This is an optimization exercise on Yosys and OpenROAD, whose aim is small area and a short achievable clock period, not a production implementation.
In this exercise RTL edits were held to simulation tests only and were not proved equivalent to the original.
No driver is modelled on the clock port, so clocking that relies on it looks cheaper here than on a real chip.
Power and IR drop assume default switching activity.

**design/flow/config.mk**
```make
export PLATFORM = sky130hd
export DESIGN_NAME = encrypter_top
export DESIGN_NICKNAME = encrypter_top
export VERILOG_FILES = /design/flow/design.v
export SDC_FILE = /design/flow/constraint.sdc
export NUM_CORES = 4
export LEC_CHECK = 0
export CAP_MARGIN = 30
export CORE_MARGIN = 2
export CORE_UTILIZATION = 55
export HOLD_SLACK_MARGIN = 0.1
export SLEW_MARGIN = 30
```
**design/flow/constraint.sdc**
```tcl
create_clock -name core_clock -period 22.0 [get_ports {clk}]
set_input_delay 4.4000 -clock core_clock [delete_from_list [all_inputs] [get_ports {clk}]]
set_output_delay 4.4000 -clock core_clock [all_outputs]
set_load 0.01 [all_outputs]
```
**design/flow/design.v**
```verilog
`timescale 1ns / 1ps
module encrypter_top(
    input             clk,
    input      [0:79] data_in,
    input      [0:63] master_key,
    input      [0:63] baby_key,
    output reg [0:79] data_out,
    output reg [0:7]  crc
    );
    reg  [0:79] data_q;
    reg  [0:63] master_q;
    reg  [0:63] baby_q;
    wire [0:79] data_c;
    wire [0:7]  crc_c;
    encrypter core (
        .data_in(data_q),
        .master_key(master_q),
        .baby_key(baby_q),
        .data_out(data_c),
        .crc(crc_c)
    );
    always @(posedge clk) begin
        data_q   <= data_in;
        master_q <= master_key;
        baby_q   <= baby_key;
        data_out <= data_c;
        crc      <= crc_c;
    end
endmodule

module CRC(
    input  [0:79] data_in,
    output [0:7]  crc
);
    wire [0:9] col [0:7];
    wire [0:9] par;
    genvar m, c;
    generate
        for (c = 0; c < 10; c = c + 1) begin : COL
            assign par[c] = data_in[c]      ^ data_in[c + 10] ^ data_in[c + 20] ^ data_in[c + 30] ^
                            data_in[c + 40] ^ data_in[c + 50] ^ data_in[c + 60] ^ data_in[c + 70];
        end
        for (c = 0; c < 8; c = c + 1) begin : OUT
            assign crc[c] = par[c + 2] ^ ((c % 2 == 0) ? par[0] : par[1]);
        end
    endgenerate
endmodule
module key_creation(
    input  [0:63] master_key,
    input  [0:63] baby_key,
    output [0:63] final_key,
    output [0:7]  gt
);
    genvar i;
    generate
        for (i = 0; i < 8; i = i + 1) begin : BYTE
            assign gt[i] = master_key[8*i +: 8] > baby_key[8*i +: 8];
            assign final_key[8*i +: 8] = gt[i] ? master_key[8*i +: 8] : baby_key[8*i +: 8];
        end
    endgenerate
endmodule
module bit_level_mixing_encode(
    input  [0:79] data_in,
    input  [0:63] final_key,
    output [0:79] data_out
);
    function [0:7] rotr;
        input [0:7] x;
        input [2:0] s;
        reg   [0:7] a, b;
        begin
            a    = s[0] ? {x[7],   x[0:6]} : x;
            b    = s[1] ? {a[6:7], a[0:5]} : a;
            rotr = s[2] ? {b[4:7], b[0:3]} : b;
        end
    endfunction
    genvar b;
    generate
        for (b = 0; b < 10; b = b + 1) begin : BYTE
            assign data_out[8*b +: 8] = rotr(data_in[8*b +: 8], final_key[8*(b % 8) + 5 +: 3]);
        end
    endgenerate
endmodule
module shift_encoding(
    input  [0:79] data_in,
    input  [0:63] final_key,
    input  [0:63] master_key,
    input  [0:63] baby_key,
    input  [0:7]  key_gt,        
    output [0:79] data_out
);
    function [4:0] res5;
        input [3:0] x;
        begin
            res5[0] = (x == 4'd0) | (x == 4'd5) | (x == 4'd10) | (x == 4'd15);
            res5[1] = (x == 4'd1) | (x == 4'd6) | (x == 4'd11);
            res5[2] = (x == 4'd2) | (x == 4'd7) | (x == 4'd12);
            res5[3] = (x == 4'd3) | (x == 4'd8) | (x == 4'd13);
            res5[4] = (x == 4'd4) | (x == 4'd9) | (x == 4'd14);
        end
    endfunction
    function [4:0] add5;
        input [4:0] a, b;
        begin
            add5[0] = (a[0] & b[0]) | (a[1] & b[4]) | (a[2] & b[3]) | (a[3] & b[2]) | (a[4] & b[1]);
            add5[1] = (a[0] & b[1]) | (a[1] & b[0]) | (a[2] & b[4]) | (a[3] & b[3]) | (a[4] & b[2]);
            add5[2] = (a[0] & b[2]) | (a[1] & b[1]) | (a[2] & b[0]) | (a[3] & b[4]) | (a[4] & b[3]);
            add5[3] = (a[0] & b[3]) | (a[1] & b[2]) | (a[2] & b[1]) | (a[3] & b[0]) | (a[4] & b[4]);
            add5[4] = (a[0] & b[4]) | (a[1] & b[3]) | (a[2] & b[2]) | (a[3] & b[1]) | (a[4] & b[0]);
        end
    endfunction
    wire [7:0] kb [0:7];
    wire [4:0] kr [0:7];
    genvar i;
    generate
        for (i = 0; i < 8; i = i + 1) begin : KRES
            wire [7:0] mb = master_key[8*i +: 8];
            wire [7:0] bb = baby_key[8*i +: 8];
            wire [4:0] mr = add5(res5(mb[7:4]), res5(mb[3:0]));
            wire [4:0] br = add5(res5(bb[7:4]), res5(bb[3:0]));
            assign kb[i] = final_key[8*i +: 8];
            assign kr[i] = key_gt[i] ? mr : br;
        end
    endgenerate
    wire [4:0] start5 = add5(add5(add5(kr[0], kr[1]), add5(kr[2], kr[3])),
                             add5(add5(kr[4], kr[5]), add5(kr[6], kr[7])));
    wire       start2 = kb[0][0] ^ kb[1][0] ^ kb[2][0] ^ kb[3][0] ^
                        kb[4][0] ^ kb[5][0] ^ kb[6][0] ^ kb[7][0];
    wire [9:0] st10;
    generate
        for (i = 0; i < 10; i = i + 1) begin : ST10
            assign st10[i] = start5[i % 5] & (start2 == (i % 2));
        end
    endgenerate
    wire [9:1] ts;
    generate
        for (i = 1; i <= 9; i = i + 1) begin : TS
            assign ts[i] = |(st10 >> i);
        end
    endgenerate
    wire [6:0] r7_m   = master_key[0:6];
    wire [6:0] r7_b   = baby_key[0:6];
    wire       top_m  = &r7_m;
    wire       top_b  = &r7_b;
    wire [4:0] s1r_m  = add5(res5(r7_m[6:3]), res5({r7_m[2:0], 1'b1}));
    wire [4:0] s1r_b  = add5(res5(r7_b[6:3]), res5({r7_b[2:0], 1'b1}));
    wire [4:0] sg_m   = s1r_m[0] ? (top_m ? 5'b00010 : 5'b00100) : s1r_m;
    wire [4:0] sg_b   = s1r_b[0] ? (top_b ? 5'b00010 : 5'b00100) : s1r_b;
    wire [4:0] sg     = key_gt[0] ? sg_m : sg_b;
    wire [4:0] sm [0:4];
    assign sm[0] = 5'b00001;
    assign sm[1] = sg;
    assign sm[2] = {sg[2], sg[4], sg[1], sg[3], 1'b0};    
    assign sm[3] = {sg[3], sg[1], sg[4], sg[2], 1'b0};    
    assign sm[4] = {sg[1], sg[2], sg[3], sg[4], 1'b0};    
    wire [4:0] tq [0:4];
    assign tq[0] = start5;
    generate
        for (i = 1; i < 5; i = i + 1) begin : TQ
            assign tq[i] = add5(start5, sm[i]);
        end
    endgenerate
    wire eq31_m = ((r7_m == 7'd15));
    wire eq31_b = ((r7_b == 7'd15));
    wire eq31 = key_gt[0] ? eq31_m : eq31_b;
    wire eq51_m = ((r7_m == 7'd25));
    wire eq51_b = ((r7_b == 7'd25));
    wire eq51 = key_gt[0] ? eq51_m : eq51_b;
    wire eq63_m = ((r7_m == 7'd31));
    wire eq63_b = ((r7_b == 7'd31));
    wire eq63 = key_gt[0] ? eq63_m : eq63_b;
    wire eq73_m = ((r7_m == 7'd36));
    wire eq73_b = ((r7_b == 7'd36));
    wire eq73 = key_gt[0] ? eq73_m : eq73_b;
    wire eq83_m = ((r7_m == 7'd41));
    wire eq83_b = ((r7_b == 7'd41));
    wire eq83 = key_gt[0] ? eq83_m : eq83_b;
    wire eq101_m = ((r7_m == 7'd50));
    wire eq101_b = ((r7_b == 7'd50));
    wire eq101 = key_gt[0] ? eq101_m : eq101_b;
    wire eq109_m = ((r7_m == 7'd54));
    wire eq109_b = ((r7_b == 7'd54));
    wire eq109 = key_gt[0] ? eq109_m : eq109_b;
    wire eq113_m = ((r7_m == 7'd56));
    wire eq113_b = ((r7_b == 7'd56));
    wire eq113 = key_gt[0] ? eq113_m : eq113_b;
    wire eq127_m = ((r7_m == 7'd62) | (r7_m == 7'd63));
    wire eq127_b = ((r7_b == 7'd62) | (r7_b == 7'd63));
    wire eq127 = key_gt[0] ? eq127_m : eq127_b;
    wire eq153_m = ((r7_m == 7'd76));
    wire eq153_b = ((r7_b == 7'd76));
    wire eq153 = key_gt[0] ? eq153_m : eq153_b;
    wire eq159_m = ((r7_m == 7'd79));
    wire eq159_b = ((r7_b == 7'd79));
    wire eq159 = key_gt[0] ? eq159_m : eq159_b;
    wire eq169_m = ((r7_m == 7'd84));
    wire eq169_b = ((r7_b == 7'd84));
    wire eq169 = key_gt[0] ? eq169_m : eq169_b;
    wire eq191_m = ((r7_m == 7'd95));
    wire eq191_b = ((r7_b == 7'd95));
    wire eq191 = key_gt[0] ? eq191_m : eq191_b;
    wire eq199_m = ((r7_m == 7'd99));
    wire eq199_b = ((r7_b == 7'd99));
    wire eq199 = key_gt[0] ? eq199_m : eq199_b;
    wire eq203_m = ((r7_m == 7'd101));
    wire eq203_b = ((r7_b == 7'd101));
    wire eq203 = key_gt[0] ? eq203_m : eq203_b;
    wire eq213_m = ((r7_m == 7'd106));
    wire eq213_b = ((r7_b == 7'd106));
    wire eq213 = key_gt[0] ? eq213_m : eq213_b;
    wire eq219_m = ((r7_m == 7'd109));
    wire eq219_b = ((r7_b == 7'd109));
    wire eq219 = key_gt[0] ? eq219_m : eq219_b;
    wire eq223_m = ((r7_m == 7'd111));
    wire eq223_b = ((r7_b == 7'd111));
    wire eq223 = key_gt[0] ? eq223_m : eq223_b;
    wire eq227_m = ((r7_m == 7'd112) | (r7_m == 7'd113));
    wire eq227_b = ((r7_b == 7'd112) | (r7_b == 7'd113));
    wire eq227 = key_gt[0] ? eq227_m : eq227_b;
    wire eq247_m = ((r7_m == 7'd122) | (r7_m == 7'd123));
    wire eq247_b = ((r7_b == 7'd122) | (r7_b == 7'd123));
    wire eq247 = key_gt[0] ? eq247_m : eq247_b;
    wire eq249_m = ((r7_m == 7'd124));
    wire eq249_b = ((r7_b == 7'd124));
    wire eq249 = key_gt[0] ? eq249_m : eq249_b;
    wire eq251_m = ((r7_m == 7'd125));
    wire eq251_b = ((r7_b == 7'd125));
    wire eq251 = key_gt[0] ? eq251_m : eq251_b;
    wire eq253_m = ((r7_m == 7'd126));
    wire eq253_b = ((r7_b == 7'd126));
    wire eq253 = key_gt[0] ? eq253_m : eq253_b;
    wire ge29_m = ((r7_m[6] | (r7_m[5] | (r7_m[4] | (r7_m[3] & (r7_m[2] & r7_m[1]))))) & ~top_m);
    wire ge29_b = ((r7_b[6] | (r7_b[5] | (r7_b[4] | (r7_b[3] & (r7_b[2] & r7_b[1]))))) & ~top_b);
    wire ge29 = key_gt[0] ? ge29_m : ge29_b;
    wire ge32_m = ((r7_m[6] | (r7_m[5] | r7_m[4])) & ~top_m);
    wire ge32_b = ((r7_b[6] | (r7_b[5] | r7_b[4])) & ~top_b);
    wire ge32 = key_gt[0] ? ge32_m : ge32_b;
    wire ge37_m = ((r7_m[6] | (r7_m[5] | (r7_m[4] & (r7_m[3] | (r7_m[2] | (r7_m[1] | r7_m[0])))))) & ~top_m);
    wire ge37_b = ((r7_b[6] | (r7_b[5] | (r7_b[4] & (r7_b[3] | (r7_b[2] | (r7_b[1] | r7_b[0])))))) & ~top_b);
    wire ge37 = key_gt[0] ? ge37_m : ge37_b;
    wire ge43_m = ((r7_m[6] | (r7_m[5] | (r7_m[4] & (r7_m[3] | (r7_m[2] & (r7_m[1] | r7_m[0])))))) & ~top_m);
    wire ge43_b = ((r7_b[6] | (r7_b[5] | (r7_b[4] & (r7_b[3] | (r7_b[2] & (r7_b[1] | r7_b[0])))))) & ~top_b);
    wire ge43 = key_gt[0] ? ge43_m : ge43_b;
    wire ge52_m = ((r7_m[6] | (r7_m[5] | (r7_m[4] & (r7_m[3] & (r7_m[2] | r7_m[1]))))) & ~top_m);
    wire ge52_b = ((r7_b[6] | (r7_b[5] | (r7_b[4] & (r7_b[3] & (r7_b[2] | r7_b[1]))))) & ~top_b);
    wire ge52 = key_gt[0] ? ge52_m : ge52_b;
    wire ge57_m = ((r7_m[6] | (r7_m[5] | (r7_m[4] & (r7_m[3] & (r7_m[2] | (r7_m[1] & r7_m[0])))))) & ~top_m);
    wire ge57_b = ((r7_b[6] | (r7_b[5] | (r7_b[4] & (r7_b[3] & (r7_b[2] | (r7_b[1] & r7_b[0])))))) & ~top_b);
    wire ge57 = key_gt[0] ? ge57_m : ge57_b;
    wire ge64_m = ((r7_m[6] | r7_m[5]) & ~top_m);
    wire ge64_b = ((r7_b[6] | r7_b[5]) & ~top_b);
    wire ge64 = key_gt[0] ? ge64_m : ge64_b;
    wire ge74_m = ((r7_m[6] | (r7_m[5] & (r7_m[4] | (r7_m[3] | (r7_m[2] & (r7_m[1] | r7_m[0])))))) & ~top_m);
    wire ge74_b = ((r7_b[6] | (r7_b[5] & (r7_b[4] | (r7_b[3] | (r7_b[2] & (r7_b[1] | r7_b[0])))))) & ~top_b);
    wire ge74 = key_gt[0] ? ge74_m : ge74_b;
    wire ge86_m = ((r7_m[6] | (r7_m[5] & (r7_m[4] | (r7_m[3] & (r7_m[2] | r7_m[1]))))) & ~top_m);
    wire ge86_b = ((r7_b[6] | (r7_b[5] & (r7_b[4] | (r7_b[3] & (r7_b[2] | r7_b[1]))))) & ~top_b);
    wire ge86 = key_gt[0] ? ge86_m : ge86_b;
    wire ge96_m = ((r7_m[6] | (r7_m[5] & (r7_m[4] | (r7_m[3] & (r7_m[2] & (r7_m[1] & r7_m[0])))))) & ~top_m);
    wire ge96_b = ((r7_b[6] | (r7_b[5] & (r7_b[4] | (r7_b[3] & (r7_b[2] & (r7_b[1] & r7_b[0])))))) & ~top_b);
    wire ge96 = key_gt[0] ? ge96_m : ge96_b;
    wire ge103_m = ((r7_m[6] | (r7_m[5] & (r7_m[4] & (r7_m[3] | (r7_m[2] | (r7_m[1] & r7_m[0])))))) & ~top_m);
    wire ge103_b = ((r7_b[6] | (r7_b[5] & (r7_b[4] & (r7_b[3] | (r7_b[2] | (r7_b[1] & r7_b[0])))))) & ~top_b);
    wire ge103 = key_gt[0] ? ge103_m : ge103_b;
    wire ge110_m = ((r7_m[6] | (r7_m[5] & (r7_m[4] & (r7_m[3] | (r7_m[2] & (r7_m[1] & r7_m[0])))))) & ~top_m);
    wire ge110_b = ((r7_b[6] | (r7_b[5] & (r7_b[4] & (r7_b[3] | (r7_b[2] & (r7_b[1] & r7_b[0])))))) & ~top_b);
    wire ge110 = key_gt[0] ? ge110_m : ge110_b;
    wire ge114_m = ((r7_m[6] | (r7_m[5] & (r7_m[4] & (r7_m[3] & (r7_m[2] | (r7_m[1] | r7_m[0])))))) & ~top_m);
    wire ge114_b = ((r7_b[6] | (r7_b[5] & (r7_b[4] & (r7_b[3] & (r7_b[2] | (r7_b[1] | r7_b[0])))))) & ~top_b);
    wire ge114 = key_gt[0] ? ge114_m : ge114_b;
    wire ge128_m = (r7_m[6] & ~top_m);
    wire ge128_b = (r7_b[6] & ~top_b);
    wire ge128 = key_gt[0] ? ge128_m : ge128_b;
    wire ge143_m = ((r7_m[6] & (r7_m[5] | (r7_m[4] | (r7_m[3] | (r7_m[2] & (r7_m[1] & r7_m[0])))))) & ~top_m);
    wire ge143_b = ((r7_b[6] & (r7_b[5] | (r7_b[4] | (r7_b[3] | (r7_b[2] & (r7_b[1] & r7_b[0])))))) & ~top_b);
    wire ge143 = key_gt[0] ? ge143_m : ge143_b;
    wire ge147_m = ((r7_m[6] & (r7_m[5] | (r7_m[4] | r7_m[3]))) & ~top_m);
    wire ge147_b = ((r7_b[6] & (r7_b[5] | (r7_b[4] | r7_b[3]))) & ~top_b);
    wire ge147 = key_gt[0] ? ge147_m : ge147_b;
    wire ge154_m = ((r7_m[6] & (r7_m[5] | (r7_m[4] | (r7_m[3] & (r7_m[2] & (r7_m[1] | r7_m[0])))))) & ~top_m);
    wire ge154_b = ((r7_b[6] & (r7_b[5] | (r7_b[4] | (r7_b[3] & (r7_b[2] & (r7_b[1] | r7_b[0])))))) & ~top_b);
    wire ge154 = key_gt[0] ? ge154_m : ge154_b;
    wire ge160_m = ((r7_m[6] & (r7_m[5] | r7_m[4])) & ~top_m);
    wire ge160_b = ((r7_b[6] & (r7_b[5] | r7_b[4])) & ~top_b);
    wire ge160 = key_gt[0] ? ge160_m : ge160_b;
    wire ge171_m = ((r7_m[6] & (r7_m[5] | (r7_m[4] & (r7_m[3] | (r7_m[2] & (r7_m[1] | r7_m[0])))))) & ~top_m);
    wire ge171_b = ((r7_b[6] & (r7_b[5] | (r7_b[4] & (r7_b[3] | (r7_b[2] & (r7_b[1] | r7_b[0])))))) & ~top_b);
    wire ge171 = key_gt[0] ? ge171_m : ge171_b;
    wire ge183_m = ((r7_m[6] & (r7_m[5] | (r7_m[4] & (r7_m[3] & (r7_m[2] | (r7_m[1] & r7_m[0])))))) & ~top_m);
    wire ge183_b = ((r7_b[6] & (r7_b[5] | (r7_b[4] & (r7_b[3] & (r7_b[2] | (r7_b[1] & r7_b[0])))))) & ~top_b);
    wire ge183 = key_gt[0] ? ge183_m : ge183_b;
    wire ge192_m = ((r7_m[6] & r7_m[5]) & ~top_m);
    wire ge192_b = ((r7_b[6] & r7_b[5]) & ~top_b);
    wire ge192 = key_gt[0] ? ge192_m : ge192_b;
    wire ge200_m = ((r7_m[6] & (r7_m[5] & (r7_m[4] | (r7_m[3] | r7_m[2])))) & ~top_m);
    wire ge200_b = ((r7_b[6] & (r7_b[5] & (r7_b[4] | (r7_b[3] | r7_b[2])))) & ~top_b);
    wire ge200 = key_gt[0] ? ge200_m : ge200_b;
    wire ge205_m = ((r7_m[6] & (r7_m[5] & (r7_m[4] | (r7_m[3] | (r7_m[2] & r7_m[1]))))) & ~top_m);
    wire ge205_b = ((r7_b[6] & (r7_b[5] & (r7_b[4] | (r7_b[3] | (r7_b[2] & r7_b[1]))))) & ~top_b);
    wire ge205 = key_gt[0] ? ge205_m : ge205_b;
    wire ge214_m = ((r7_m[6] & (r7_m[5] & (r7_m[4] | (r7_m[3] & (r7_m[2] | (r7_m[1] & r7_m[0])))))) & ~top_m);
    wire ge214_b = ((r7_b[6] & (r7_b[5] & (r7_b[4] | (r7_b[3] & (r7_b[2] | (r7_b[1] & r7_b[0])))))) & ~top_b);
    wire ge214 = key_gt[0] ? ge214_m : ge214_b;
    wire ge220_m = ((r7_m[6] & (r7_m[5] & (r7_m[4] | (r7_m[3] & (r7_m[2] & r7_m[1]))))) & ~top_m);
    wire ge220_b = ((r7_b[6] & (r7_b[5] & (r7_b[4] | (r7_b[3] & (r7_b[2] & r7_b[1]))))) & ~top_b);
    wire ge220 = key_gt[0] ? ge220_m : ge220_b;
    wire ge224_m = ((r7_m[6] & (r7_m[5] & r7_m[4])) & ~top_m);
    wire ge224_b = ((r7_b[6] & (r7_b[5] & r7_b[4])) & ~top_b);
    wire ge224 = key_gt[0] ? ge224_m : ge224_b;
    wire ge228_m = ((r7_m[6] & (r7_m[5] & (r7_m[4] & (r7_m[3] | (r7_m[2] | r7_m[1]))))) & ~top_m);
    wire ge228_b = ((r7_b[6] & (r7_b[5] & (r7_b[4] & (r7_b[3] | (r7_b[2] | r7_b[1]))))) & ~top_b);
    wire ge228 = key_gt[0] ? ge228_m : ge228_b;
    wire g_1_1 = (eq247 & ts[9]) | (eq249 & ts[7]) | (eq251 & ts[5]) | (eq253 & ts[3]);
    wire g_2_1 = ge128 | (eq127 & ts[2]);
    wire g_2_2 = (eq253 & ts[6]);
    wire g_3_1 = ge86 | (eq83 & ts[7]);
    wire g_3_2 = ge171 | (eq169 & ts[5]);
    wire g_3_3 = (eq253 & ts[9]);
    wire g_4_1 = ge64 | (eq63 & ts[4]);
    wire g_4_2 = ge128 | (eq127 & ts[4]);
    wire g_4_3 = ge192 | (eq191 & ts[4]);
    wire g_4_4 = 1'b0;
    wire g_5_1 = ge52 | (eq51 & ts[1]);
    wire g_5_2 = ge103 | (eq101 & ts[7]);
    wire g_5_3 = ge154 | (eq153 & ts[3]);
    wire g_5_4 = ge205 | (eq203 & ts[9]);
    wire g_5_5 = 1'b0;
    wire g_6_1 = ge43;
    wire g_6_2 = ge86;
    wire g_6_3 = ge128 | (eq127 & ts[6]);
    wire g_6_4 = ge171;
    wire g_6_5 = ge214 | (eq213 & ts[2]);
    wire g_6_6 = 1'b0;
    wire g_7_1 = ge37;
    wire g_7_2 = ge74 | (eq73 & ts[1]);
    wire g_7_3 = ge110 | (eq109 & ts[5]);
    wire g_7_4 = ge147;
    wire g_7_5 = ge183;
    wire g_7_6 = ge220 | (eq219 & ts[3]);
    wire g_7_7 = 1'b0;
    wire g_8_1 = ge32 | (eq31 & ts[8]);
    wire g_8_2 = ge64 | (eq63 & ts[8]);
    wire g_8_3 = ge96;
    wire g_8_4 = ge128 | (eq127 & ts[8]);
    wire g_8_5 = ge160 | (eq159 & ts[8]);
    wire g_8_6 = ge192 | (eq191 & ts[8]);
    wire g_8_7 = ge224 | (eq223 & ts[8]);
    wire g_8_8 = 1'b0;
    wire g_9_1 = ge29;
    wire g_9_2 = ge57;
    wire g_9_3 = ge86;
    wire g_9_4 = ge114 | (eq113 & ts[7]);
    wire g_9_5 = ge143;
    wire g_9_6 = ge171;
    wire g_9_7 = ge200 | (eq199 & ts[1]);
    wire g_9_8 = ge228 | (eq227 & ts[5]);
    wire g_9_9 = 1'b0;
    wire [4:0] ix5 [0:9];
    assign ix5[0] = start5;
    wire n1_0 = ~g_1_1;
    wire n1_1 = g_1_1;
    wire n1_2 = 1'b0;
    wire n1_3 = 1'b0;
    wire n1_4 = 1'b0;
    assign ix5[1][0] = (n1_0 & tq[1][0]) | (n1_1 & tq[1][1]);
    assign ix5[1][1] = (n1_0 & tq[1][1]) | (n1_1 & tq[1][2]);
    assign ix5[1][2] = (n1_0 & tq[1][2]) | (n1_1 & tq[1][3]);
    assign ix5[1][3] = (n1_0 & tq[1][3]) | (n1_1 & tq[1][4]);
    assign ix5[1][4] = (n1_0 & tq[1][4]) | (n1_1 & tq[1][0]);
    wire n2_0 = ~g_2_1;
    wire n2_1 = (g_2_1 & ~g_2_2);
    wire n2_2 = g_2_2;
    wire n2_3 = 1'b0;
    wire n2_4 = 1'b0;
    assign ix5[2][0] = (n2_0 & tq[2][0]) | (n2_1 & tq[2][1]) | (n2_2 & tq[2][2]);
    assign ix5[2][1] = (n2_0 & tq[2][1]) | (n2_1 & tq[2][2]) | (n2_2 & tq[2][3]);
    assign ix5[2][2] = (n2_0 & tq[2][2]) | (n2_1 & tq[2][3]) | (n2_2 & tq[2][4]);
    assign ix5[2][3] = (n2_0 & tq[2][3]) | (n2_1 & tq[2][4]) | (n2_2 & tq[2][0]);
    assign ix5[2][4] = (n2_0 & tq[2][4]) | (n2_1 & tq[2][0]) | (n2_2 & tq[2][1]);
    wire n3_0 = ~g_3_1;
    wire n3_1 = (g_3_1 & ~g_3_2);
    wire n3_2 = (g_3_2 & ~g_3_3);
    wire n3_3 = g_3_3;
    wire n3_4 = 1'b0;
    assign ix5[3][0] = (n3_0 & tq[3][0]) | (n3_1 & tq[3][1]) | (n3_2 & tq[3][2]) | (n3_3 & tq[3][3]);
    assign ix5[3][1] = (n3_0 & tq[3][1]) | (n3_1 & tq[3][2]) | (n3_2 & tq[3][3]) | (n3_3 & tq[3][4]);
    assign ix5[3][2] = (n3_0 & tq[3][2]) | (n3_1 & tq[3][3]) | (n3_2 & tq[3][4]) | (n3_3 & tq[3][0]);
    assign ix5[3][3] = (n3_0 & tq[3][3]) | (n3_1 & tq[3][4]) | (n3_2 & tq[3][0]) | (n3_3 & tq[3][1]);
    assign ix5[3][4] = (n3_0 & tq[3][4]) | (n3_1 & tq[3][0]) | (n3_2 & tq[3][1]) | (n3_3 & tq[3][2]);
    wire n4_0 = ~g_4_1;
    wire n4_1 = (g_4_1 & ~g_4_2);
    wire n4_2 = (g_4_2 & ~g_4_3);
    wire n4_3 = (g_4_3 & ~g_4_4);
    wire n4_4 = g_4_4;
    assign ix5[4][0] = (n4_0 & tq[4][0]) | (n4_1 & tq[4][1]) | (n4_2 & tq[4][2]) | (n4_3 & tq[4][3]) | (n4_4 & tq[4][4]);
    assign ix5[4][1] = (n4_0 & tq[4][1]) | (n4_1 & tq[4][2]) | (n4_2 & tq[4][3]) | (n4_3 & tq[4][4]) | (n4_4 & tq[4][0]);
    assign ix5[4][2] = (n4_0 & tq[4][2]) | (n4_1 & tq[4][3]) | (n4_2 & tq[4][4]) | (n4_3 & tq[4][0]) | (n4_4 & tq[4][1]);
    assign ix5[4][3] = (n4_0 & tq[4][3]) | (n4_1 & tq[4][4]) | (n4_2 & tq[4][0]) | (n4_3 & tq[4][1]) | (n4_4 & tq[4][2]);
    assign ix5[4][4] = (n4_0 & tq[4][4]) | (n4_1 & tq[4][0]) | (n4_2 & tq[4][1]) | (n4_3 & tq[4][2]) | (n4_4 & tq[4][3]);
    wire n5_0 = ~g_5_1 | g_5_5;
    wire n5_1 = (g_5_1 & ~g_5_2);
    wire n5_2 = (g_5_2 & ~g_5_3);
    wire n5_3 = (g_5_3 & ~g_5_4);
    wire n5_4 = (g_5_4 & ~g_5_5);
    assign ix5[5][0] = (n5_0 & tq[0][0]) | (n5_1 & tq[0][1]) | (n5_2 & tq[0][2]) | (n5_3 & tq[0][3]) | (n5_4 & tq[0][4]);
    assign ix5[5][1] = (n5_0 & tq[0][1]) | (n5_1 & tq[0][2]) | (n5_2 & tq[0][3]) | (n5_3 & tq[0][4]) | (n5_4 & tq[0][0]);
    assign ix5[5][2] = (n5_0 & tq[0][2]) | (n5_1 & tq[0][3]) | (n5_2 & tq[0][4]) | (n5_3 & tq[0][0]) | (n5_4 & tq[0][1]);
    assign ix5[5][3] = (n5_0 & tq[0][3]) | (n5_1 & tq[0][4]) | (n5_2 & tq[0][0]) | (n5_3 & tq[0][1]) | (n5_4 & tq[0][2]);
    assign ix5[5][4] = (n5_0 & tq[0][4]) | (n5_1 & tq[0][0]) | (n5_2 & tq[0][1]) | (n5_3 & tq[0][2]) | (n5_4 & tq[0][3]);
    wire n6_0 = ~g_6_1 | (g_6_5 & ~g_6_6);
    wire n6_1 = (g_6_1 & ~g_6_2) | g_6_6;
    wire n6_2 = (g_6_2 & ~g_6_3);
    wire n6_3 = (g_6_3 & ~g_6_4);
    wire n6_4 = (g_6_4 & ~g_6_5);
    assign ix5[6][0] = (n6_0 & tq[1][0]) | (n6_1 & tq[1][1]) | (n6_2 & tq[1][2]) | (n6_3 & tq[1][3]) | (n6_4 & tq[1][4]);
    assign ix5[6][1] = (n6_0 & tq[1][1]) | (n6_1 & tq[1][2]) | (n6_2 & tq[1][3]) | (n6_3 & tq[1][4]) | (n6_4 & tq[1][0]);
    assign ix5[6][2] = (n6_0 & tq[1][2]) | (n6_1 & tq[1][3]) | (n6_2 & tq[1][4]) | (n6_3 & tq[1][0]) | (n6_4 & tq[1][1]);
    assign ix5[6][3] = (n6_0 & tq[1][3]) | (n6_1 & tq[1][4]) | (n6_2 & tq[1][0]) | (n6_3 & tq[1][1]) | (n6_4 & tq[1][2]);
    assign ix5[6][4] = (n6_0 & tq[1][4]) | (n6_1 & tq[1][0]) | (n6_2 & tq[1][1]) | (n6_3 & tq[1][2]) | (n6_4 & tq[1][3]);
    wire n7_0 = ~g_7_1 | (g_7_5 & ~g_7_6);
    wire n7_1 = (g_7_1 & ~g_7_2) | (g_7_6 & ~g_7_7);
    wire n7_2 = (g_7_2 & ~g_7_3) | g_7_7;
    wire n7_3 = (g_7_3 & ~g_7_4);
    wire n7_4 = (g_7_4 & ~g_7_5);
    assign ix5[7][0] = (n7_0 & tq[2][0]) | (n7_1 & tq[2][1]) | (n7_2 & tq[2][2]) | (n7_3 & tq[2][3]) | (n7_4 & tq[2][4]);
    assign ix5[7][1] = (n7_0 & tq[2][1]) | (n7_1 & tq[2][2]) | (n7_2 & tq[2][3]) | (n7_3 & tq[2][4]) | (n7_4 & tq[2][0]);
    assign ix5[7][2] = (n7_0 & tq[2][2]) | (n7_1 & tq[2][3]) | (n7_2 & tq[2][4]) | (n7_3 & tq[2][0]) | (n7_4 & tq[2][1]);
    assign ix5[7][3] = (n7_0 & tq[2][3]) | (n7_1 & tq[2][4]) | (n7_2 & tq[2][0]) | (n7_3 & tq[2][1]) | (n7_4 & tq[2][2]);
    assign ix5[7][4] = (n7_0 & tq[2][4]) | (n7_1 & tq[2][0]) | (n7_2 & tq[2][1]) | (n7_3 & tq[2][2]) | (n7_4 & tq[2][3]);
    wire n8_0 = ~g_8_1 | (g_8_5 & ~g_8_6);
    wire n8_1 = (g_8_1 & ~g_8_2) | (g_8_6 & ~g_8_7);
    wire n8_2 = (g_8_2 & ~g_8_3) | (g_8_7 & ~g_8_8);
    wire n8_3 = (g_8_3 & ~g_8_4) | g_8_8;
    wire n8_4 = (g_8_4 & ~g_8_5);
    assign ix5[8][0] = (n8_0 & tq[3][0]) | (n8_1 & tq[3][1]) | (n8_2 & tq[3][2]) | (n8_3 & tq[3][3]) | (n8_4 & tq[3][4]);
    assign ix5[8][1] = (n8_0 & tq[3][1]) | (n8_1 & tq[3][2]) | (n8_2 & tq[3][3]) | (n8_3 & tq[3][4]) | (n8_4 & tq[3][0]);
    assign ix5[8][2] = (n8_0 & tq[3][2]) | (n8_1 & tq[3][3]) | (n8_2 & tq[3][4]) | (n8_3 & tq[3][0]) | (n8_4 & tq[3][1]);
    assign ix5[8][3] = (n8_0 & tq[3][3]) | (n8_1 & tq[3][4]) | (n8_2 & tq[3][0]) | (n8_3 & tq[3][1]) | (n8_4 & tq[3][2]);
    assign ix5[8][4] = (n8_0 & tq[3][4]) | (n8_1 & tq[3][0]) | (n8_2 & tq[3][1]) | (n8_3 & tq[3][2]) | (n8_4 & tq[3][3]);
    wire n9_0 = ~g_9_1 | (g_9_5 & ~g_9_6);
    wire n9_1 = (g_9_1 & ~g_9_2) | (g_9_6 & ~g_9_7);
    wire n9_2 = (g_9_2 & ~g_9_3) | (g_9_7 & ~g_9_8);
    wire n9_3 = (g_9_3 & ~g_9_4) | (g_9_8 & ~g_9_9);
    wire n9_4 = (g_9_4 & ~g_9_5) | g_9_9;
    assign ix5[9][0] = (n9_0 & tq[4][0]) | (n9_1 & tq[4][1]) | (n9_2 & tq[4][2]) | (n9_3 & tq[4][3]) | (n9_4 & tq[4][4]);
    assign ix5[9][1] = (n9_0 & tq[4][1]) | (n9_1 & tq[4][2]) | (n9_2 & tq[4][3]) | (n9_3 & tq[4][4]) | (n9_4 & tq[4][0]);
    assign ix5[9][2] = (n9_0 & tq[4][2]) | (n9_1 & tq[4][3]) | (n9_2 & tq[4][4]) | (n9_3 & tq[4][0]) | (n9_4 & tq[4][1]);
    assign ix5[9][3] = (n9_0 & tq[4][3]) | (n9_1 & tq[4][4]) | (n9_2 & tq[4][0]) | (n9_3 & tq[4][1]) | (n9_4 & tq[4][2]);
    assign ix5[9][4] = (n9_0 & tq[4][4]) | (n9_1 & tq[4][0]) | (n9_2 & tq[4][1]) | (n9_3 & tq[4][2]) | (n9_4 & tq[4][3]);
    wire [4:0] sel [0:9];
    genvar j, k;
    generate
        for (j = 0; j < 10; j = j + 1) begin : SEL
            if (j >= 8) begin : LAST
                assign sel[j] = ix5[j];
            end else if (j >= 6) begin : L1
                assign sel[j] = ix5[j] & ~ix5[j+2];
            end else if (j >= 4) begin : L2
                assign sel[j] = ix5[j] & ~(ix5[j+2] | ix5[j+4]);
            end else if (j >= 2) begin : L3
                assign sel[j] = ix5[j] & ~(ix5[j+2] | ix5[j+4] | ix5[j+6]);
            end else begin : L4
                assign sel[j] = ix5[j] & ~(ix5[j+2] | ix5[j+4] | ix5[j+6] | ix5[j+8]);
            end
        end
    endgenerate
    wire [7:0] ev [0:4];
    wire [7:0] od [0:4];
    generate
        for (k = 0; k < 5; k = k + 1) begin : SLOT
            assign ev[k] = ({8{sel[0][k]}} & data_in[0:7])   | ({8{sel[2][k]}} & data_in[16:23]) |
                           ({8{sel[4][k]}} & data_in[32:39]) | ({8{sel[6][k]}} & data_in[48:55]) |
                           ({8{sel[8][k]}} & data_in[64:71]);
            assign od[k] = ({8{sel[1][k]}} & data_in[8:15])  | ({8{sel[3][k]}} & data_in[24:31]) |
                           ({8{sel[5][k]}} & data_in[40:47]) | ({8{sel[7][k]}} & data_in[56:63]) |
                           ({8{sel[9][k]}} & data_in[72:79]);
        end
    endgenerate
    genvar p;
    generate
        for (p = 0; p < 10; p = p + 1) begin : POS
            assign data_out[8*p +: 8] = ((p % 2) == 0) ? (start2 ? od[p % 5] : ev[p % 5])
                                                       : (start2 ? ev[p % 5] : od[p % 5]);
        end
    endgenerate
endmodule
`timescale 1ns / 1ps
module xor_encoding(
        input [0:79] data_in,
        input [0:63] final_key,
        output [0:79] data_out
    );
    assign data_out[0:7] = data_in[0:7] ^ final_key[0:7];
    assign data_out[8:15] = data_in[8:15] ^ final_key[8:15];
    assign data_out[16:23] = data_in[16:23] ^ final_key[16:23];
    assign data_out[24:31] = data_in[24:31] ^ final_key[24:31];
    assign data_out[32:39] = data_in[32:39] ^ final_key[32:39];
    assign data_out[40:47] = data_in[40:47] ^ final_key[40:47];
    assign data_out[48:55] = data_in[48:55] ^ final_key[48:55];
    assign data_out[56:63] = data_in[56:63] ^ final_key[56:63];
    assign data_out[64:71] = data_in[64:71] ^ final_key[0:7];
    assign data_out[72:79] = data_in[72:79] ^ final_key[8:15];    
endmodule
`timescale 1ns / 1ps
module encrypter(
    input [0:79] data_in,
    input [0:63] master_key,
    input [0:63] baby_key,
    output [0:79] data_out,
    output [0:7] crc
    );
    wire [0:63] final_key;
    wire [0:7]  key_gt;
    wire [0:79] stage_1_out;
    wire [0:79] stage_2_out;
    CRC stage_crc( .data_in(data_in), .crc(crc));
    key_creation creat_key( .master_key(master_key), .baby_key(baby_key), .final_key(final_key), .gt(key_gt) );
    bit_level_mixing_encode stage_1( .data_in(data_in), .data_out(stage_1_out), .final_key(final_key));
    shift_encoding stage_2( .data_in(stage_1_out), .final_key(final_key), .master_key(master_key),
                            .baby_key(baby_key), .key_gt(key_gt), .data_out(stage_2_out));
    xor_encoding stage_3( .data_in(stage_2_out), .final_key(final_key), .data_out(data_out));
endmodule
```
**design/flow/flow/run.sh**
```bash
#!/bin/bash
# Layout flow: the standard ORFS flow, except that synthesis maps the
# logic with flow/abc.script (delay-targeted mapping with area recovery)
# instead of ORFS's ABC speed script, and leaves adders to ABC instead of
# extracting full/half adder cells. Registers, flattening and renaming are
# those of the standard synthesis. Placement buffers the ports with buf_1,
# CTS uses clkbuf_8 without dummy loads, and the output registers' clock is
# delayed as a group after CTS (flow/pre_cts.tcl, flow/post_cts.tcl).
set -uo pipefail
export MY_ABC_SCRIPT="$PWD/flow/abc.script"
export SKEW_CELLS=2 SKEW_CELL=sky130_fd_sc_hd__clkdlybuf4s25_1
bash standard.sh SYNTH_SCRIPT="$PWD/flow/my_synth.tcl" ADDER_MAP_FILE= \
    SETUP_SLACK_MARGIN=15.6 \
    SKIP_CTS_REPAIR_TIMING=1 \
    PRE_CTS_TCL="$PWD/flow/pre_cts.tcl" POST_CTS_TCL="$PWD/flow/post_cts.tcl" \
    "BUFFER_PORTS_ARGS=-buffer_cell sky130_fd_sc_hd__buf_1" \
    "CTS_ARGS=-sink_clustering_enable -repair_clock_nets -dont_use_dummy_load -buf_list {sky130_fd_sc_hd__clkbuf_8 sky130_fd_sc_hd__clkbuf_16}" \
    finish > flow_make.log 2>&1
status=$?
cp -f orfs/logs/*/*/*/*.log . 2>/dev/null || true
exit $status
```
**design/flow/flow/abc.script**
```
strash
dch
map -D 4500
topo
stime -c
buffer -c
upsize -c -D 4500
dnsize -c -D 4500
```
**design/flow/flow/my_synth.tcl**
```tcl
# synth_recipe.tcl with ABC's technology mapping script replaced.
proc synth {args} { yosys synth -nofsm -noshare {*}$args }
proc abc {args} {
  set out {}
  set i 0
  while {$i < [llength $args]} {
    set a [lindex $args $i]
    if {$a eq "-script"} {
      lappend out -script $::env(MY_ABC_SCRIPT)
      incr i 2
      continue
    }
    if {$a eq "-D"} {
      incr i 2
      continue
    }
    lappend out $a
    incr i
  }
  puts "abc (flow/abc.script): $out"
  yosys abc {*}$out
}
source $::env(SCRIPTS_DIR)/synth.tcl
# left out here: clear keep_hierarchy, flatten, clean up, hide names made inside functions, write 1_2_yosys.v
```
**design/flow/flow/post_cts.tcl**
```tcl
# After CTS: delay the output registers' clock (see pre_cts.tcl) by a chain
# of delay cells in front of skew_out_buf, then repair timing with the skew
# in place.
set skew_block [ord::get_db_block]
set skew_db [ord::get_db]
set skew_cells [expr {[info exists ::env(SKEW_CELLS)] ? $::env(SKEW_CELLS) : 2}]
set skew_master [$skew_db findMaster [expr {[info exists ::env(SKEW_CELL)] ? $::env(SKEW_CELL) : "sky130_fd_sc_hd__clkdlybuf4s25_1"}]]
set skew_inst [$skew_block findInst skew_out_buf]
set skew_a [$skew_inst findITerm A]
set skew_prev [$skew_a getNet]
$skew_a disconnect
set skew_loc [$skew_inst getLocation]
for {set k 0} {$k < $skew_cells} {incr k} {
  set d [odb::dbInst_create $skew_block $skew_master skew_dly_$k]
  set dn [odb::dbNet_create $skew_block clk_skew_dly_$k]
  $dn setSigType CLOCK
  [$d findITerm A] connect $skew_prev
  [$d findITerm X] connect $dn
  $d setLocation [lindex $skew_loc 0] [lindex $skew_loc 1]
  $d setPlacementStatus PLACED
  set skew_prev $dn
}
$skew_a connect $skew_prev
puts "post_cts: $skew_cells delay cells in front of skew_out_buf"
detailed_placement
estimate_parasitics -placement
# cts.tcl's own repair is skipped (SKIP_CTS_REPAIR_TIMING=1) so that it
# sees this skew; the same steps follow here.
repair_timing_helper
detailed_placement
check_placement -verbose
```
**design/flow/flow/pre_cts.tcl**
```tcl
set skew_block [ord::get_db_block]
set skew_db [ord::get_db]
set skew_clknet [$skew_block findNet clk]
set skew_inst [odb::dbInst_create $skew_block [$skew_db findMaster sky130_fd_sc_hd__clkbuf_8] skew_out_buf]
set skew_net [odb::dbNet_create $skew_block clk_skew_out]
$skew_net setSigType CLOCK
[$skew_inst findITerm A] connect $skew_clknet
[$skew_inst findITerm X] connect $skew_net
set skew_n 0
set skew_x 0
set skew_y 0
foreach it [$skew_clknet getITerms] {
  set inst [$it getInst]
  if {[regexp {^(data_out|crc)\\?\[} [$inst getName]] && [[$it getMTerm] getName] eq "CLK"} {
    $it disconnect
    $it connect $skew_net
    set loc [$inst getLocation]
    incr skew_x [lindex $loc 0]
    incr skew_y [lindex $loc 1]
    incr skew_n
  }
}
puts "pre_cts: moved $skew_n output register clock pins to clk_skew_out"
$skew_inst setLocation [expr {$skew_x / $skew_n}] [expr {$skew_y / $skew_n}]
$skew_inst setPlacementStatus PLACED
detailed_placement
```
**design/flow/standard.sh**
```bash
#!/bin/bash
# synth_recipe.tcl (not shown) runs the flow's synth.tcl, then flattens the netlist and writes it again
# the make line also repeats each setting of config.mk as NAME=value (left out here)
make -C /OpenROAD-flow-scripts/flow DESIGN_CONFIG=/design/flow/config.mk WORK_HOME=/design/flow/orfs CLKGATE_MAP_FILE= SYNTH_SCRIPT=/design/flow/synth_recipe.tcl "${@:-finish}"
```
==> flow_summary.yaml, run 1 <==
hold_path:
  hold_depth: 3
  hold_path.class: "register to register"
  worstHoldStart: "master_q[27]$_DFF_P_"
  hold_end: "data_out[27]$_DFF_P_"
synth:
  post_synth_num_cell_types: 77
  synth_ff_type: "dfxtp_1"
  synth_edf_count: 0
  yosys_warnings: 3
  synth_seq_cells: 296
  ys_seq_area_share_pct: 24.0
  synthArstFlopShare_pct: 0
  syn_area_per_cell_um2: 6.44
  synth_area_mm2: 0.0246
  synthCells: 3824
status:
  outcome: "complete, no violations"
sta:
  fin_worst_skew_ns: 0.686
  clock.fmax_ghz: 0.157
  worst_pin_slew_ns: 1.13
  period_minus_slack_ns: 6.38
  max_slew_margin_pct: 23.9
  hold_viol_final: 0
  setup_ws_ns: 15.62
  final-setup-viol-count: 0
  tns_ns: 0
  drv_slew: 0
  fin_crit_sh_pct: 29.0
  rsz0062_at_grt: "true"
floorplan:
  pin_count: 297
  core_area_mm2: 0.0442
  die_h_um: 216
  dieArea_mm2: 0.0465
  row_count: 77
  die_width_um: 216
  initial_core_util_pct: 55.7
critical_path:
  slowest_stage: "dfxtp_1"
  crit_arrival_ns: 1.98
  cp-end-kind: "output pin"
  cp.required_ns: 17.60
  r2r-end: "data_out[8]$_DFF_P_"
  reg2reg_depth: 36
  crit_fanout: 1
  crit_family: "flip-flops"
  max_stage_delay_ns: 0.46
  r2r-start: "master_q[3]$_DFF_P_"
  path_cells: "buf_1"
  cp-start-kind: "register"
  worstSetupPathType: "register to output pin"
  critical_path_buf_inv_count: 1
  r2r_setup_slack_ns: 15.67
grt:
  grt.met3_usage_pct: 9.73
  antenna_found_initial: 1
  met1_usage_pct: 52.3
  grt_pass1_vias: 26500
  use_met2_pct: 61.5
  overflow: 0
  grt_pass1_wl_um: 150000
  grtUsageTotal_pct: 40.7
  gr-max-usage-layer: "met2"
  grt_max_degree: 56
detailed_routing:
  wl_per_cell_um: 21.0
  drt.antenna.violating_nets: 0
  drt-total-wl_um: 102000
  viasPerCell: 6.26
  vias: 30200
  drc: 0
  initialDrtViolationCount: 4513
  drtPass1Iterations: 13
pwr:
  switching_share_pct: 50.9
  leakage_nw: 12.9
  switchingPower_w: 0.00173
  powerDensity_mw_per_mm2: 116
  p_int_w: 0.00167
  pwr-share-comb_pct: 62.7
  p_seq_share_pct: 21.9
  ir_worst_vdd_uv: 94.2
  clkPwrFrac_pct: 15.4
placed_design:
  post-place-ws_ns: 14.20
  place_area_mm2: 0.0264
  place.gp.congestion: 1.08
  dp_hpwl_um: 77000
  dp.cells: 4666
  io_buffer_count: 296
cells_and_area:
  fin_cells: 4830
  syn2layout_area_growth_pct: 19.2
  final_area_mm2: 0.0294
  mostFrequentLayoutCell: "nand2_1"
  nets: 4447
  drive_above_1_share_pct: 11.0
  final_cell_mix: "nand2_1, inv_1, nor2_1"
  final_util_pct: 66.4
job:
  cap_violations: 0
cts:
  cts_tree: "done"
  cts.clk_slew.worst_paths_ns: 0.08
  clkLatencyLatePin_ns: 1.32
## synthesized netlist by cell type (all sizes together) (19+ instances only)
library cell / count / share of area [%]
o221ai: 35 / 1.3
xnor2: 64 / 2.3
o21ai: 267 / 5.4
o21a: 23 / 0.70
a21oi: 149 / 3.1
nor3: 34 / 1.0
nand4: 55 / 1.4
mux2i: 82 / 3.3
dfxtp: 296 / 24
a211oi: 26 / 0.79
a22oi: 189 / 5.8
nor4: 19 / 0.63
xor2: 100 / 3.6
nand3: 52 / 1.1
nor2: 497 / 7.9
o22ai: 198 / 5.0
buf: 32 / 0.73
o211ai: 26 / 0.81
o2111ai: 58 / 2.1
inv: 634 / 9.7
a221oi: 62 / 2.5
clkbuf: 44 / 0.67
nand2: 756 / 12
## layout make-up, clock buffers not listed
cell class / instances / area [um2]
Antenna cell: 2 / 5.00
Inverter: 642 / 2430
Multi-Input combinational cell: 2814 / 16900
Buffer: 3 / 33.8
Tap cell: 592 / 741
Sequential cell: 296 / 5940
Timing Repair Buffer: 446 / 2420
Fill cell: 4110 / 14900
## sequential cells by signal, indices dropped and copies added (netlist names)
register,cells
crc,8
data_q,80
data_out,80
baby_q,64
master_q,64
## metrics by stage
stage,power [W],hold WS (ns)
global placement,0.00256,0.558
finish,0.00341,0.0817
floorplan,0.00195,0.522
detailed placement,0.00255,0.578
global route,0.00353,0.160
## power groups by stage
stage                     Combinational [W]  Sequential (W)  Clock, W
after global placement              0.00180        0.000754         0
after floorplan                     0.00120        0.000750         0
final                               0.00214        0.000747  0.000524
after detailed placement            0.00180        0.000750         0
after global routing                0.00223        0.000749  0.000550
## metal layers
metal	vias up	share of wire (%)
met1	13600	38
met4	0	7.5
met3	477	12
li1	14000	-
met5	-	0
met2	2124	42
## how the worst max path moves through the flow
| stage | to | cells past startpoint | slack [ns] | start |
|---|---|---|---|---|
| final | data_out[78] | 1 | 15.62 | data_out[78]$_DFF_P_ |
| after global placement | data_out[16]$_DFF_P_ | 32 | 14.17 | baby_q[49]$_DFF_P_ |
| after global routing | data_out[33]$_DFF_P_ | 34 | 15.43 | master_q[3]$_DFF_P_ |
| after floorplan | data_out[1]$_DFF_P_ | 33 | 16.61 | master_q[16]$_DFF_P_ |
| after detailed placement | data_out[52]$_DFF_P_ | 33 | 14.20 | baby_q[3]$_DFF_P_ |
## kinds of logic after synthesis
group / after synthesis / share of synthesized area [%]
AOI/OAI and AO/OA: 1119 / 30.8
xor gates and xnor gates: 165 / 5.92
buffers and inverters: 718 / 11.2
DFF: 296 / 24.0
muxes: 82 / 3.33
and+or+nand+nor: 1444 / 24.7
==> run 2: changes to the inputs <==
--- a/design/flow/flow/run.sh
+++ b/design/flow/flow/run.sh
@@ -11,7 +11,7 @@
 export SKEW_CELLS=2 SKEW_CELL=sky130_fd_sc_hd__clkdlybuf4s25_1
 bash standard.sh SYNTH_SCRIPT="$PWD/flow/my_synth.tcl" ADDER_MAP_FILE= \
     SETUP_SLACK_MARGIN=15.6 \
-    SKIP_CTS_REPAIR_TIMING=1 \
+    SKIP_CTS_REPAIR_TIMING=1 REMOVE_ABC_BUFFERS=1 \
     PRE_CTS_TCL="$PWD/flow/pre_cts.tcl" POST_CTS_TCL="$PWD/flow/post_cts.tcl" \
     "BUFFER_PORTS_ARGS=-buffer_cell sky130_fd_sc_hd__buf_1" \
     "CTS_ARGS=-sink_clustering_enable -repair_clock_nets -dont_use_dummy_load -buf_list {sky130_fd_sc_hd__clkbuf_8 sky130_fd_sc_hd__clkbuf_16}" \
==> run 2 against run 1 <==
Still clean on timing, DRC and antenna. Wire length is 1.7% lower. Cell count fell by 0.56%. Combinational power decreased by 2%. Die area did not move. First-iteration DRC count up 2.8%. Worst hold slack gained 0.016 ns. Clock skew down 0.047 ns. Fmax about the same. Sequential share of layout area hardly changed. Worst setup slack improved by 0.0024 ns. Sequential power is 2% lower. Largest cell class unchanged. Highest routed layer unchanged.
==> flow_summary.yaml, run 2 <==
status:
  outcome: "complete, no violations"
synth:
  ys_top_cells_by_count: "nand2_1, inv_1, nor2_1"
  synth_ff_type: "dfxtp_1"
  synth.area.top_cells: "dfxtp_1, nand2_1, inv_1"
  synth_top_area_share_pct: 24.0
  synth_edf_count: 0
  synthArstFlopShare_pct: 0
  synth_area_mm2: 0.0246
  synth_seq_cells: 296
  yosys.area.top_type: "dfxtp_1"
  synth_most_common_cell: "nand2_1"
  yosys_warnings: 3
  post_synth_num_cell_types: 77
  ys_seq_area_share_pct: 24.0
  syn_area_per_cell_um2: 6.44
  synthCells: 3824
floorplan:
  dieArea_mm2: 0.0465
  row_count: 77
  core_area_mm2: 0.0442
  pin_count: 297
  initial_core_util_pct: 55.7
  die_width_um: 216
  die_h_um: 216
detailed_routing:
  wl_per_cell_um: 20.8
  drt-total-wl_um: 99800
  initialDrtViolationCount: 4640
  drc: 0
  viasPerCell: 6.22
  drtPass1Iterations: 7
  drt.antenna.violating_nets: 0
  vias: 29900
cells_and_area:
  top_regs: "data_out (80), data_q (80)"
  mostFrequentLayoutCell: "nand2_1"
  nets: 4422
  syn2layout_area_growth_pct: 19.2
  multi_input_area_mm2: 0.0171
  regArea_mm2: 0.00594
  final_area_mm2: 0.0294
  nFillCells: 4062
  final_cell_mix: "nand2_1, inv_1, nor2_1"
  drive_above_1_share_pct: 10.9
  antenna_cells: 0
sta:
  final-setup-viol-count: 0
  period_minus_slack_ns: 6.38
  fin_crit_sh_pct: 29.0
  clock.fmax_ghz: 0.157
  worst_pin_slew_ns: 1.20
  hold_viol_final: 0
  fin_worst_skew_ns: 0.640
  max_slew_margin_pct: 19.2
  drv_slew: 0
  rsz0062_at_grt: "true"
  tns_ns: 0
cts:
  cts.clk_slew.worst_paths_ns: 0.07
  cts_tree: "done"
  clkLatencyLatePin_ns: 1.28
critical_path:
  r2r_setup_slack_ns: 15.62
  cp-end-kind: "register"
  path_common_cell: "nand2_1"
  cp.required_ns: 23.12
  crit_arrival_ns: 7.50
  crit_fanout: 8
  max_stage_delay_ns: 0.60
  slowest_stage: "a221oi_1"
  cp-start-kind: "register"
  worstSetupPathType: "register to register"
placed_design:
  place_area_mm2: 0.0265
  io_buffer_count: 296
  place.gp.congestion: 1.11
  dp_hpwl_um: 75700
grt:
  grt_pass1_wl_um: 149000
  overflow: 0
  grtUsageTotal_pct: 40.6
  grt_pass1_vias: 26400
  grt_max_degree: 55
  antenna_found_initial: 1
pwr:
  finalPower_w: 0.00337
  leakage_nw: 12.8
  powerDensity_mw_per_mm2: 115
  ir_worst_vdd_uv: 100
hold_path:
  hold_path.class: "register to register"
job:
  cap_violations: 0
[run 2: cell counts after synthesis]
Identical to the previous run, type by type.
[run 2: cell type report, clock buffers not listed]
| cell class | instances | area share, % |
|---|---|---|
| plain buffers | 3 | 0.115 |
| inverters | 642 | 8.28 |
| multi-input cells | 2813 | 58.2 |
| flip-flops and latches | 296 | 20.2 |
| well taps | 592 | 2.52 |
| repair buffers | 420 | 7.57 |
[run 2: kinds of logic (layout without fill, tap and decap cells)]
logic type,after synthesis,count (layout),synth area share [%]
AO/OA/AOI/OAI,1119,1120,30.8
XOR/XNOR,165,165,5.92
buffers and inverters,718,1102,11.2
flip-flops,296,296,24.0
multiplexers,82,82,3.33
AND/OR/NAND/NOR,1444,1446,24.7
[run 2: metal layers]
metal  vias up  GRT usage [%]  part of all wire, %
met5         -              0                    0
met4         0           22.6                  7.0
met3       431           10.5                   12
met2      1977           60.3                   41
met1     13500           53.4                   39
li1      13900              -                    -
[run 2: path summary, 6_finish.rpt]
check | from | to | cells after the start
hold reg to reg | baby_q[34]$_DFF_P_ | data_out[34]$_DFF_P_ | 3
hold / removal | baby_q[34]$_DFF_P_ | data_out[34]$_DFF_P_ | 3
setup reg to reg | master_q[0]$_DFF_P_ | data_out[68]$_DFF_P_ | 32
setup / recovery | master_q[0]$_DFF_P_ | data_out[68]$_DFF_P_ | 32
[run 2: worst max-delay path: cells and delay by family, from the launching register on]
family / cells / cell delay, ns
buf+inv: 3 / 0.44
xor+xnor: 1 / 0.20
mux: 1 / 0.18
flops: 1 / 0.50
simple gates: 17 / 3.09
compound gates: 10 / 2.38
[run 2: metrics by stage]
| stage | hold WS [ns] | utilization [%] | std cells | setup slack, ns |
|---|---|---|---|---|
| 3_5_place_dp | 0.586 | 59.8 | 4673 | 14.30 |
| 3_3_place_gp | 0.562 | 59.8 | 4673 | 14.34 |
| 2_1_floorplan | 0.522 | - | 3748 | 13.68 |
| 5_1_grt | 0.106 | 66.4 | 4803 | 15.43 |
| 6_report | 0.0981 | 66.4 | 4803 | 15.62 |
[run 2: power breakdown]
part	total, W	leakage [nW]	switching, W	internal (W)
clock	0.000529	0.471	0.000229	0.000301
sequential	0.000733	2.50	0.0000737	0.000659
combinational	0.00210	9.86	0.00140	0.000709
==> run 3: changes to the inputs <==
--- a/design/flow/flow/run.sh
+++ b/design/flow/flow/run.sh
@@ -8,10 +8,10 @@
 # delayed as a group after CTS (flow/pre_cts.tcl, flow/post_cts.tcl).
 set -uo pipefail
 export MY_ABC_SCRIPT="$PWD/flow/abc.script"
-export SKEW_CELLS=2 SKEW_CELL=sky130_fd_sc_hd__clkdlybuf4s25_1
+export SKEW_CELLS=3 SKEW_CELL=sky130_fd_sc_hd__clkdlybuf4s25_1
 bash standard.sh SYNTH_SCRIPT="$PWD/flow/my_synth.tcl" ADDER_MAP_FILE= \
-    SETUP_SLACK_MARGIN=15.6 \
-    SKIP_CTS_REPAIR_TIMING=1 REMOVE_ABC_BUFFERS=1 \
+    SETUP_SLACK_MARGIN=15.35 \
+    SKIP_CTS_REPAIR_TIMING=1 \
     PRE_CTS_TCL="$PWD/flow/pre_cts.tcl" POST_CTS_TCL="$PWD/flow/post_cts.tcl" \
     "BUFFER_PORTS_ARGS=-buffer_cell sky130_fd_sc_hd__buf_1" \
     "CTS_ARGS=-sink_clustering_enable -repair_clock_nets -dont_use_dummy_load -buf_list {sky130_fd_sc_hd__clkbuf_8 sky130_fd_sc_hd__clkbuf_16}" \
==> run 3 against run 2 <==
Fmax down 3.7%. Sequential power rose by 2%. Synthesized cell count unchanged. Clock power is essentially flat. Register-to-register slack worse by 0.20 ns. Worst hold slack worse by 0.032 ns. Cell area increased by 0.52%.
==> flow_summary.yaml, run 3 <==
critical_path:
  worstSetupPathType: "register to output pin"
  cp.required_ns: 17.60
  path_cells: "buf_1"
  slowest_stage: "dfxtp_1"
  cp-end-kind: "output pin"
  max_stage_delay_ns: 0.46
  path_depth: 1
  reg2reg_depth: 31
  critical_path_buf_inv_count: 1
  crit_family: "flip-flops"
  cp-start-kind: "register"
  crit_arrival_ns: 2.23
  crit_fanout: 1
grt:
  grtUsageTotal_pct: 41.5
  overflow: 0
  grt_pass1_vias: 27200
  grt_max_degree: 56
  antenna_found_initial: 2
  grt_pass1_wl_um: 153000
detailed_routing:
  initialDrtViolationCount: 4439
  wl_met1_um: 39800
  drtPass1Iterations: 14
  drt-total-wl_um: 103000
  viasPerCell: 6.19
  top_layer: "met5"
  wl_per_cell_um: 21.0
  drc: 0
  vias: 30200
  drt.antenna.violating_nets: 0
  routed-wl-met2_um: 43300
  wl_met3_um: 11800
pwr:
  leakage_nw: 13.0
  powerDensity_mw_per_mm2: 114
  finalPower_w: 0.00335
  ir_worst_vdd_uv: 107
cells_and_area:
  mostFrequentLayoutCell: "nand2_1"
  nFillCells: 4028
  drive_above_1_share_pct: 7.72
  final_util_pct: 66.8
  antenna_cells: 0
  multi_input_area_mm2: 0.0165
  regArea_mm2: 0.00593
  final_cell_mix: "nand2_1, inv_1, nor2_1"
  final_area_mm2: 0.0295
  top_regs: "data_out (80), data_q (80)"
  nets: 4497
  syn2layout_area_growth_pct: 19.8
sta:
  worst_pin_slew_ns: 1.21
  rsz0062_at_grt: "false"
  max_slew_margin_pct: 18.4
  clock.fmax_ghz: 0.151
  drv_slew: 0
  fin_crit_sh_pct: 30.1
  fin_worst_skew_ns: 0.940
  period_minus_slack_ns: 6.63
  final-setup-viol-count: 0
  tns_ns: 0
  setup_ws_ns: 15.37
  hold_viol_final: 0
hold_path:
  hold_depth: 2
  hold_path.class: "register to register"
synth:
  synth_seq_cells: 296
  ys_top_cells_by_count: "nand2_1, inv_1, nor2_1"
  synth_most_common_cell: "nand2_1"
  synthCells: 3824
  synth_top_area_share_pct: 24.0
  synth.area.top_cells: "dfxtp_1, nand2_1, inv_1"
  yosys.area.top_type: "dfxtp_1"
  syn_area_per_cell_um2: 6.44
  ys_seq_area_share_pct: 24.0
  synth_area_mm2: 0.0246
  synth_ff_type: "dfxtp_1"
  synth_edf_count: 0
  synthArstFlopShare_pct: 0
  post_synth_num_cell_types: 77
  yosys_warnings: 3
floorplan:
  dieArea_mm2: 0.0465
  die_h_um: 216
  pin_count: 297
  initial_core_util_pct: 55.7
  row_count: 77
  core_area_mm2: 0.0442
  die_width_um: 216
placed_design:
  io_buffer_count: 296
  place.gp.congestion: 1.08
  place_area_mm2: 0.0264
  post-place-ws_ns: 14.20
  dp_hpwl_um: 77000
job:
  cap_violations: 0
cts:
  cts_tree: "done"
  clkLatencyLatePin_ns: 1.58
  cts.clk_slew.worst_paths_ns: 0.09
status:
  outcome: "complete, no violations"
run 3: cell count changes in the layout (fill, tap and decap cells not counted), moves of 7 or more:
cell | before | now
o2111ai_2 | 12 | 3
nor2_2 | 40 | 19
a21oi_1 | 134 | 141
buf_4 | 83 | 64
nand2_2 | 26 | 17
dlygate4sd3_1 | 31 | 130
o2111ai_1 | 45 | 55
a22oi_1 | 157 | 184
a22oi_2 | 32 | 5
nor2_1 | 444 | 465
o21ai_1 | 66 | 75
nand2_1 | 730 | 739
run 3: kinds of logic after synthesis:
group / Yosys count / share of synthesized area [%]
flops: 296 / 24.0
simple gates: 1444 / 24.7
buf+inv: 718 / 11.2
xor+xnor: 165 / 5.92
compound gates: 1119 / 30.8
mux: 82 / 3.33
run 3: area by class of cell, clock buffers not listed:
cell class / count / share of cell area [%]
multi-input combinational: 2812 / 55.9
tap: 592 / 2.51
buffer: 4 / 0.148
sequential: 296 / 20.1
timing repair buffer: 497 / 10.2
inverter: 642 / 8.20
run 3: worst paths after layout:
kind                         from                   end  slack [ns]
min reg2reg    baby_q[45]$_DFF_P_  data_out[45]$_DFF_P_        0.07
min            baby_q[45]$_DFF_P_  data_out[45]$_DFF_P_        0.07
max reg2reg  master_q[18]$_DFF_P_  data_out[71]$_DFF_P_       15.42
max          data_out[78]$_DFF_P_          data_out[78]       15.37
run 3: per-stage QoR:
step,cells,hold slack (ns)
floorplan,3824,0.522
detailed placement,4666,0.578
global route,4878,0.132
global placement,4666,0.558
finish,4878,0.0666
run 3: per-layer routing:
| metal | GRT usage [%] | vias up |
|---|---|---|
| met1 | 53.0 | 13600 |
| met2 | 62.5 | 2058 |
| li1 | - | 14100 |
| met4 | 27.6 | 2 |
| met5 | 0.313 | - |
| met3 | 9.64 | 456 |
run 3: power by group:
group	internal, W	switching, W	total, W	leakage (nW)
registers	0.000659	0.0000874	0.000746	2.50
clock network	0.000289	0.000240	0.000529	0.450
logic	0.000700	0.00138	0.00208	10.1
total	0.00165	0.00171	0.00335	13.0

==> what the ideal ports hide <==
The results above use ideal ports. As a check the final layouts listed here were re-extracted and re-timed, cells and wires unchanged. Step 1: set_driving_cell puts a clkbuf_16 on clk and a buf_2 on each other input, an assumption about the parent block. Step 2, shift: input delay + t, output delay - t, t = (earliest + latest rising clock arrival at the registers) / 2. This alone moves slack from input paths to output paths. Slacks: no drivers / after step 1 / after step 2; pairs: no drivers / after step 1.
run	t, ns	slack for setup (ns)	latest minus earliest clock arrival (ns)	slew at the worst register clock pin (ns)	cell pins on the clock port's net
run 1	1.050	15.618 / 15.548 / 15.668	0.686 / 0.687	0.08 / 0.08	2
run 2	1.024	15.620 / 15.620 / 15.620	0.640 / 0.640	0.08 / 0.08	2
run 3	1.180	15.372 / 15.302 / 15.425	0.941 / 0.940	0.09 / 0.09	2
Clock arrivals are far apart in every run listed, so t is only a midpoint there and step 2 fits no single register.
